What follows belongs to an exercise in optimizing a design on an open flow for small area; a production flow would make more cautious choices.
In this exercise RTL edits were held to simulation tests only and were not proved equivalent to the original.
Power and IR drop assume default switching activity.

[design/flow/design.v]
module top(
    resetn,
    lcdclk,
    PB,
    Sel,
    in_switching,
    CarryIn,
    lcd_rs,
    lcd_rw,
    lcd_en,
    lcd_data
);
input resetn;
input lcdclk;
input [2:0] PB;
input [5:0] Sel;
input in_switching;
input CarryIn;
output lcd_rs;
output lcd_rw;
output lcd_en;
output [7:0] lcd_data;
reg [4:0] dl;
reg [6:0] dh;
reg [5:0] s;
reg lcd_en;
wire dl19 = (dl == 5'd19);
wire dz   = (dl == 5'd0);
always @(posedge lcdclk) begin
  if (!resetn) begin
    dl <= 5'd0;
    dh <= 7'd0;
    s <= 6'd0;
    lcd_en <= 1'b0;
  end else begin
    dl <= dl19 ? 5'd0 : dl + 5'd1;
    if (dl19) dh <= (dh == 7'd99) ? 7'd0 : dh + 7'd1;
    if (dz && dh == 7'd0) s <= (s == 6'd40) ? 6'd6 : s + 6'd1;
    if (dz && dh == 7'd10) lcd_en <= 1'b1;
    else if (dz && dh == 7'd90) lcd_en <= 1'b0;
  end
end
function [3:0] inc11;
  input [3:0] v;
  inc11 = (v == 4'd10) ? 4'd0 : v + 4'd1;
endfunction
function [3:0] dmap;    
  input [3:0] v;
  dmap = {v[3] & ~v[1], v[2], v[1] & ~v[3], v[0]};
endfunction
reg [2:0] PB_d;
always @(posedge lcdclk) PB_d <= PB;
wire [2:0] press = PB_d & ~PB;
reg [3:0] a0, a1, a2, b0, b1, b2;
always @(posedge lcdclk) begin
  if (!resetn) begin
    a0 <= 4'd0; a1 <= 4'd0; a2 <= 4'd0;
    b0 <= 4'd0; b1 <= 4'd0; b2 <= 4'd0;
  end else begin
    if (press[0] & ~in_switching) a0 <= inc11(a0);
    if (press[1] & ~in_switching) a1 <= inc11(a1);
    if (press[2] & ~in_switching) a2 <= inc11(a2);
    if (press[0] &  in_switching) b0 <= inc11(b0);
    if (press[1] &  in_switching) b1 <= inc11(b1);
    if (press[2] &  in_switching) b2 <= inc11(b2);
  end
end
reg [3:0] x0, x1, x2, y0, y1, y2;
reg loaded;
always @(posedge lcdclk) begin
  if (CarryIn) begin
    x0 <= a0; x1 <= a1; x2 <= a2;
    y0 <= b0; y1 <= b1; y2 <= b2;
  end
  loaded <= resetn & (loaded | CarryIn);
end
localparam S_X = 2'd0, S_Y = 2'd1, S_A = 2'd2, S_B = 2'd3;
localparam P_IDLE = 5'd0,  P_CONV = 5'd1,  P_EU   = 5'd2,  P_FIX  = 5'd3,
           P_ZU   = 5'd4,  P_GSEL = 5'd5,  P_CPYU = 5'd6,  P_ZW   = 5'd7,
           P_ALU  = 5'd8,  P_ROTL = 5'd9,  P_M10  = 5'd10, P_MADD = 5'd11,
           P_ZT   = 5'd12, P_DIVC = 5'd13, P_DIVW = 5'd14, P_DONE = 5'd15;
reg [4:0] pc;
reg [1:0] src;
reg [1:0] j;
reg [4:0] k;
reg [19:0] w;
reg [9:0] u, t;
reg D1, D2, D3, DT;
reg [1:0] c;
reg zf, qf;
reg xsub, xd;
reg [3:0] cnt;
wire w0 = w[0];
wire u0 = u[0];
wire t0 = t[0];
wire lo = (dl < 5'd10);
wire [1:0] dsrc = (pc == P_M10 || pc == P_MADD) ? S_B : src;
reg [3:0] draw;
always @(*) begin
  case ({dsrc, j})
    {S_X, 2'd0}: draw = x2 & {4{loaded}};
    {S_X, 2'd1}: draw = x1 & {4{loaded}};
    {S_X, 2'd2}: draw = x0 & {4{loaded}};
    {S_Y, 2'd0}: draw = y2 & {4{loaded}};
    {S_Y, 2'd1}: draw = y1 & {4{loaded}};
    {S_Y, 2'd2}: draw = y0 & {4{loaded}};
    {S_A, 2'd0}: draw = a2;
    {S_A, 2'd1}: draw = a1;
    {S_A, 2'd2}: draw = a0;
    {S_B, 2'd0}: draw = b2;
    {S_B, 2'd1}: draw = b1;
    {S_B, 2'd2}: draw = b0;
    default:     draw = 4'd0;
  endcase
end
wire [3:0] dig = dmap(draw);
wire dbit = (pc == P_CONV) & (dl < 5'd4) & dig[dl[1:0]];
wire first = (j == 2'd0);
wire xwin = (s >= 6'd33) && (s <= 6'd38);
wire xa = xwin && (dh >= 7'd90);
reg [19:0] cconst;
always @(*) begin
  case (s)
    6'd33:   cconst = 20'd100000;
    6'd34:   cconst = 20'd10000;
    6'd35:   cconst = 20'd1000;
    6'd36:   cconst = 20'd100;
    6'd37:   cconst = 20'd10;
    default: cconst = 20'd1;
  endcase
end
wire cbit = cconst[dl];
reg p, q, r, cinit, cact;
reg w_in, u_in, t_in;
wire [1:0] cc = dz ? {1'b0, cinit} : c;
wire [2:0] sum = p + q + r + cc;
wire so = sum[0];
wire xdiv = dz ? w[19] : DT;
wire a_op = t0 & lo;
wire lg = Sel[2];
wire ng = Sel[1] & Sel[0];
wire bop = Sel[1] ? (Sel[0] ? 1'b1 : ~w0) : (Sel[0] ? w0 : 1'b0);
wire lres = Sel[1] ? (a_op ^ w0) : (Sel[0] ? (a_op | w0) : (a_op & w0));
always @(*) begin
  p = 1'b0; q = 1'b0; r = 1'b0; cinit = 1'b0; cact = 1'b1;
  w_in = w0; u_in = u0; t_in = t0;
  if (xa) begin
    if (!xd) begin
      p = w0; q = cbit ^ xsub; cinit = xsub; w_in = so;
    end
  end else begin
    case (pc)
      P_CONV, P_M10: begin
        p = D1 & ~first & (dl != 5'd0);
        q = D3 & ~first & (dl > 5'd2);
        r = dbit;
        w_in = so;
        if (pc == P_CONV && j == 2'd2 && lo) begin
          if (src == S_X) u_in = so;
          if (src == S_Y || src == S_A) t_in = so;
        end
      end
      P_MADD: begin
        p = w0; q = t0 & lo; w_in = so;
      end
      P_ALU: begin
        p = a_op ^ (lg & ng);
        q = lg ? 1'b0 : bop;
        cinit = lg ? ng : CarryIn;
        w_in = (dl < 5'd12) & ((lg & ~ng) ? lres : so);
      end
      P_ROTL: w_in = dz ? w[11] : (dl < 5'd12) ? D1 : w0;
      P_CPYU: w_in = lo & u0;
      P_ZW:   w_in = 1'b0;
      P_EU: begin
        p = u0; q = ~t0; cinit = 1'b1; cact = lo;
        if (lo & ~CarryIn) u_in = so;
      end
      P_FIX: begin
        p = u0; q = t0; cact = lo;
        if (lo) begin u_in = t0; t_in = so; end
      end
      P_ZU: if (lo) u_in = 1'b0;
      P_ZT: if (lo) t_in = 1'b0;
      P_DIVC: begin
        p = xdiv; q = ~u0; cinit = 1'b1; cact = lo;
      end
      P_DIVW: begin
        p = xdiv; q = ~u0; cinit = 1'b1; cact = lo;
        if (lo) t_in = qf ? so : xdiv;
        w_in = dz ? qf : D1;
      end
      default: ;
    endcase
  end
end
wire bdig_zero = (dig == 4'd0);
wire bdig_hit = (k[3:0] + 4'd1 == dig);
always @(posedge lcdclk) begin
  w <= {w_in, w[19:1]};
  u <= {u_in, u[9:1]};
  t <= {t_in, t[9:1]};
  D1 <= w0; D2 <= D1; D3 <= D2; DT <= t0;
  if (cact) c <= sum[2:1];
  zf <= (dz | zf) & ~(lo & ((pc == P_EU) ? t0 : u0));
  if (pc == P_DIVC && dl == 5'd9) qf <= t0 | sum[1];
  if (dl19 && dh == 7'd89 && xwin) begin
    xsub <= (s == 6'd33) | ~w0;
    xd <= 1'b0;
  end else if (dl19 && xa && !xd) begin
    if (xsub) begin
      cnt <= (dh == 7'd90) ? {3'b0, sum[1]} : cnt + {3'b0, sum[1]};
      xd <= ~sum[1];
    end else begin
      cnt <= (dh == 7'd90) ? (sum[1] ? 4'd9 : 4'd8) : cnt - {3'b0, ~sum[1]};
      xd <= sum[1];
    end
  end
  if (!resetn) begin
    pc <= P_IDLE;
  end else if (dl19) begin
    if (s == 6'd6 && dh == 7'd0) begin
      pc <= P_CONV; src <= S_X; j <= 2'd0;
    end else begin
      case (pc)
        P_CONV: begin
          if (j != 2'd2) j <= j + 2'd1;
          else begin
            j <= 2'd0;
            case (src)
              S_X: src <= S_Y;
              S_Y: pc <= P_EU;
              S_A: if (Sel[5]) pc <= P_M10; else src <= S_B;
              default: pc <= P_ALU;
            endcase
          end
        end
        P_EU: begin
          if (zf) pc <= P_GSEL;
          else if (CarryIn) pc <= P_ZU;
          else if (~c[0]) pc <= P_FIX;
        end
        P_FIX: pc <= P_EU;
        P_ZU:  pc <= P_GSEL;
        P_GSEL: begin
          if (Sel == 6'b101000) pc <= P_CPYU;
          else if ((Sel == 6'b100000 && !zf) || !Sel[5]) begin
            pc <= P_CONV; src <= S_A;
          end else pc <= P_ZW;
        end
        P_CPYU, P_ZW: pc <= P_DONE;
        P_ALU: begin
          k <= 5'd0;
          case (Sel[4:3])
            2'b00: pc <= P_DONE;
            2'b11: pc <= P_ZW;
            default: pc <= P_ROTL;
          endcase
        end
        P_ROTL: begin
          k <= k + 5'd1;
          if (~Sel[4] || k == 5'd10) pc <= P_DONE;
        end
        P_M10: begin
          k <= 5'd0;
          if (bdig_zero) begin
            if (j == 2'd2) pc <= P_ZT; else j <= j + 2'd1;
          end else pc <= P_MADD;
        end
        P_MADD: begin
          k <= k + 5'd1;
          if (bdig_hit) begin
            if (j == 2'd2) pc <= P_ZT;
            else begin j <= j + 2'd1; pc <= P_M10; end
          end
        end
        P_ZT: begin pc <= P_DIVC; k <= 5'd0; end
        P_DIVC: pc <= P_DIVW;
        P_DIVW: begin
          k <= k + 5'd1;
          pc <= (k == 5'd19) ? P_DONE : P_DIVC;
        end
        default: ;
      endcase
    end
  end
end
reg [8:0] ch;    
always @(*) begin
  case (s)
    6'd1:  ch = {1'b0, 8'h38};
    6'd2:  ch = {1'b0, 8'h0F};
    6'd3:  ch = {1'b0, 8'h06};
    6'd4:  ch = {1'b0, 8'h02};
    6'd5:  ch = {1'b0, 8'h01};
    6'd6:  ch = {1'b0, 8'h80};
    6'd7, 6'd8, 6'd15, 6'd16: ch = {1'b1, 8'h20};
    6'd9:  ch = {1'b1, 8'h41};
    6'd17: ch = {1'b1, 8'h42};
    6'd10, 6'd11, 6'd18, 6'd19, 6'd30, 6'd31, 6'd32, 6'd33: ch = {1'b1, 8'h2D};
    6'd12: ch = {1'b1, 4'h3, dmap(a2)};
    6'd13: ch = {1'b1, 4'h3, dmap(a1)};
    6'd14: ch = {1'b1, 4'h3, dmap(a0)};
    6'd20: ch = {1'b1, 4'h3, dmap(b2)};
    6'd21: ch = {1'b1, 4'h3, dmap(b1)};
    6'd22: ch = {1'b1, 4'h3, dmap(b0)};
    6'd23: ch = {1'b0, 8'hC0};
    6'd24: ch = {1'b1, 8'h52};
    6'd25: ch = {1'b1, 8'h45};
    6'd26: ch = {1'b1, 8'h53};
    6'd27: ch = {1'b1, 8'h55};
    6'd28: ch = {1'b1, 8'h4C};
    6'd29: ch = {1'b1, 8'h54};
    6'd34, 6'd35, 6'd36, 6'd37, 6'd38, 6'd39: ch = {1'b1, 4'h3, cnt};
    6'd40: ch = {1'b0, 8'h02};
    default: ch = 9'd0;
  endcase
end
assign lcd_rs = ch[8];
assign lcd_data = ch[7:0];
assign lcd_rw = 1'b0;
endmodule
[design/flow/run.sh]
#!/bin/bash
# synth_recipe.tcl (not shown) runs the flow's synth.tcl, then flattens the netlist and writes it again
# the make line also repeats each setting of config.mk as NAME=value (left out here)
make -C /OpenROAD-flow-scripts/flow DESIGN_CONFIG=/design/flow/config.mk WORK_HOME=/design/flow/orfs CLKGATE_MAP_FILE= SYNTH_SCRIPT=/design/flow/synth_recipe.tcl finish
[design/flow/config.mk]
export PLATFORM = sky130hd
export DESIGN_NAME = top
export DESIGN_NICKNAME = top
export VERILOG_FILES = /design/flow/design.v
export SDC_FILE = /design/flow/constraint.sdc
export NUM_CORES = 4
export LEC_CHECK = 0
export CAP_MARGIN = 20
export CORE_MARGIN = 2
export CORE_UTILIZATION = 40
export SLEW_MARGIN = 20
[design/flow/constraint.sdc]
create_clock -name core_clock -period 80.0 [get_ports {lcdclk}]
set_input_delay 16.0000 -clock core_clock [delete_from_list [all_inputs] [get_ports {lcdclk}]]
set_output_delay 16.0000 -clock core_clock [all_outputs]
set_load 0.01 [all_outputs]
==> run notes <==
Number of flops mapped to enable cells by yosys - 41
M1 GR Usage - 0.281
CP arrival - 19.85 ns
Initial drt markers - 895
RSZ-0062 raised after global routing - false
Crit path largest cell delay - 0.58 ns
Crit path kind - input pin to flop
Top-area cell type share of the netlist area - 0.250
CTS root buffer - clkbuf_16
Post-synth ARST share - 0
Drc violations - 0
Critical path launch point type - input pin
Worst slew pin tran - 1.08 ns
Slew margin rel. - 0.276
Worst vdd ir - 0.0139 mV
Vias per cell - 5.73
Clock buffer depth - 2
Commonest cells post-synth - dfxtp_1 (97), nand2_1 (97), nor2_1 (92)
Status - finished clean
Postcts setup bufs - 0
Max Transition Viols Final - 0
Mapped Nets - 948
Crit path max fanout - 28
WHS Endpoint - w[3]$_DFF_P_
Setup total negative slack - 0 ns
Global-route wire length before repair - 32.6 mm
Die Height - 143 um
Syn Area/Cell - 8.58 um^2
Detailed-placement wirelength estimate - 13.6 mm
Vias in the first global route - 6,064
Area grow syn2layout - 12.0%
Setup-failing EPs final - 0
Hold_sp - w[4]$_DFF_P_
Setup slack, reg-to-reg - 74.83 ns
Fin worst setup slack - 60.32 ns
Yosys warning count - 1
Final Total Pwr - 0.171 mW
Max Clk Rate - 50.8 MHz
M2 GR Usage - 0.311
Sequential fraction of the synthesis area - 0.409
Final worst-path cycle share - 0.246
Hold WC Path Type - flop to flop
Fin. Hold Viols - 0
Max Cap Violations - 0
GRT Max-Usage Layer - met2
Core area - 18,900 um^2
Reg2reg end - cnt[2]$_DFFE_PP_
Pre-antenna DRT Iters - 7
H-tree level count - 4
Buffers on Ports - 22
Setup crit end kind - flop
Die Span X - 143 um
Area leader, netlist - dfxtp_1
Vias - 6,662
Minimum clock period after layout - 19.68 ns
Antenna viol nets, final - 0
Clk Latency, worst-skew pair - 0.43 ns
Cell chain of the critical path - clkdlybuf4s50_1, buf_4, inv_1, o21ai_0, a211oi_1, o21ai_1, nor2_1, o31a_1, fa_1, inv_1, ha_1, fa_1, ha_1, ha_1, mux2i_1, xor2_1, nor2_1
Top_reg_cell synth - dfxtp_1
WL final - 19.8 mm
Dpl ws - 59.87 ns
Leakage power - 3.06 nW
Final net count - 934
Clock Skew - 0.0150 ns
GP Congestion - 0.918
Reg2Reg Depth - 17
CTS clock-pin slew for the worst setup and hold paths - 0.06 ns
CTS Hold Bufs - 0
Critical Path RT - 80.17 ns
Met3 GRT Util - 0.0409
Seq cells post-synth - 138
Hold path cells - 0
Fin util - 0.460
# clock sinks - 138
# IOs - 24
Largest net degree at the start of global routing - 32
CP max-delay cell - fa_1
Largest cells by area after synthesis - dfxtp_1 (25%), edfxtp_1 (16%), nand2_1 (4.7%)
CTS tree - built
Number of CTS-inserted buffers - 17
Die area - 20,500 um^2
FF-to-FF Start - s[1]$_SDFFE_PN0P_
Row cnt - 50
GRT Total Usage - 0.200
Initial Util - 0.411
Distinct cell type count after synthesis - 82
Share of cells above drive strength 1 - 0.0498
WL per Instance - 17.0 um
Syn Inst Count - 904
Cell area after synthesis - 7760 um^2
Initial antenna violation count - 0
CP most frequent cell - ha_1
Post-cts resize count - 0
P per Cell Area - 19.7 nW/um^2
Grt total ovfl - 0
Number of diodes - 0
final cells by class:
type / instances / area [um^2]
sequential: 138 / 3170
tap: 260 / 325
multi-input combinational: 680 / 4230
timing repair buffer: 26 / 250
inverter: 27 / 101
clock inverter: 14 / 185
fill: 1866 / 10200
clock buffer: 18 / 429
registers in the layout (all words and copies together) (netlist names), 5 cells and up:
name	cells
dl	5
u	10
dh	7
k	5
s	6
w	20
t	10
where the power goes:
group	internal (mW)	total [mW]	switching, mW
clock network	0.0498	0.0830	0.0331
registers	0.0730	0.0747	0.00173
logic	0.00525	0.0137	0.00840
total	0.128	0.171	0.0433
critical path: cells and delay by family:
kind	cells	cell delay, ns
AOI/OAI and AO/OA	4	0.72
xor gates and xnor gates	1	0.15
adders and majority gates	5	1.71
buffers and inverters	4	0.98
muxes	1	0.17
and+or+nand+nor	2	0.10
through the flow:
stage	area, um^2	std cells	hold slack, ns
floorplan	7760	904	0.310
global placement	8080	1131	0.309
detailed placement	8080	1131	0.312
CTS	8690	1163	0.327
global route	8690	1163	0.329
finish	8690	1163	0.322
cells in the final DEF (no fill, tap or decap), drive strengths merged, types with 12 or more instances in the layout:
| cell type | synthesis | layout |
|---|---|---|
| clkbuf | 44 | 18 |
| nor2b | 27 | 27 |
| nor3 | 19 | 19 |
| edfxtp | 41 | 41 |
| clkdlybuf4s50 | 0 | 22 |
| nor2 | 93 | 93 |
| dfxtp | 97 | 97 |
| nand2 | 97 | 97 |
| nand3 | 36 | 36 |
| xor2 | 20 | 20 |
| ha | 29 | 29 |
| mux2i | 16 | 16 |
| nand3b | 17 | 17 |
| a21oi | 58 | 58 |
| xnor2 | 12 | 12 |
| inv | 27 | 33 |
| o21ai | 74 | 74 |
| nor3b | 13 | 13 |
worst max-delay path by stage:
| stage | from | to | slack (ns) | depth (start not counted) |
|---|---|---|---|---|
| finish | CarryIn | cnt[2]$_DFFE_PP_ | 60.32 | 17 |
| global route | CarryIn | cnt[2]$_DFFE_PP_ | 60.08 | 17 |
| CTS | CarryIn | cnt[2]$_DFFE_PP_ | 60.32 | 17 |
| detailed placement | CarryIn | cnt[2]$_DFFE_PP_ | 59.87 | 17 |
| global placement | CarryIn | cnt[2]$_DFFE_PP_ | 59.92 | 17 |
| floorplan | CarryIn | cnt[2]$_DFFE_PP_ | 61.05 | 15 |
metal layers:
metal	vias to the layer above	part of all wire
met5	-	0
met4	0	0.022
met3	42	0.069
met2	258	0.45
met1	3113	0.46
li1	3249	-
logic make-up (layout without fill, tap and decap cells):
logic type	after synthesis	after routing	share of synthesized area
adder cells (fa/ha/maj)	31	31	0.0519
other	1	1	0.000483
multiplexers	18	18	0.0235
flip-flops	138	138	0.409
AO/OA/AOI/OAI	235	235	0.196
buffers and inverters	86	85	0.0463
AND/OR/NAND/NOR	363	363	0.237
XOR/XNOR	32	32	0.0361

==> port drivers added, routing unchanged <==
The results above use ideal ports. As a check the final layout listed here was re-extracted and re-timed, cells and wires unchanged.
Step 1: set_driving_cell puts a clkbuf_16 on lcdclk and a buf_2 on each other input, an assumption about the parent block.
Step 2 adds t to the input delays and takes it off the output delays; t is the mean of the earliest and latest rising clock arrival at the registers after step 1. Input paths then give back, and output paths get back, about the clock's delay inside the block.
a / b / c = ideal ports / drivers / drivers and shift; a / b = the first two.
t, ns: 0.462
slack for setup (ns): 60.321 / 60.339 / 59.877
worst slew at a driven data input, ns: 0.04
cell pins on the clock port's net: 1
After both steps this run still meets setup and hold. For this run, drivers alone change the setup slack by +0.018 ns; drivers and shift together by -0.444 ns.
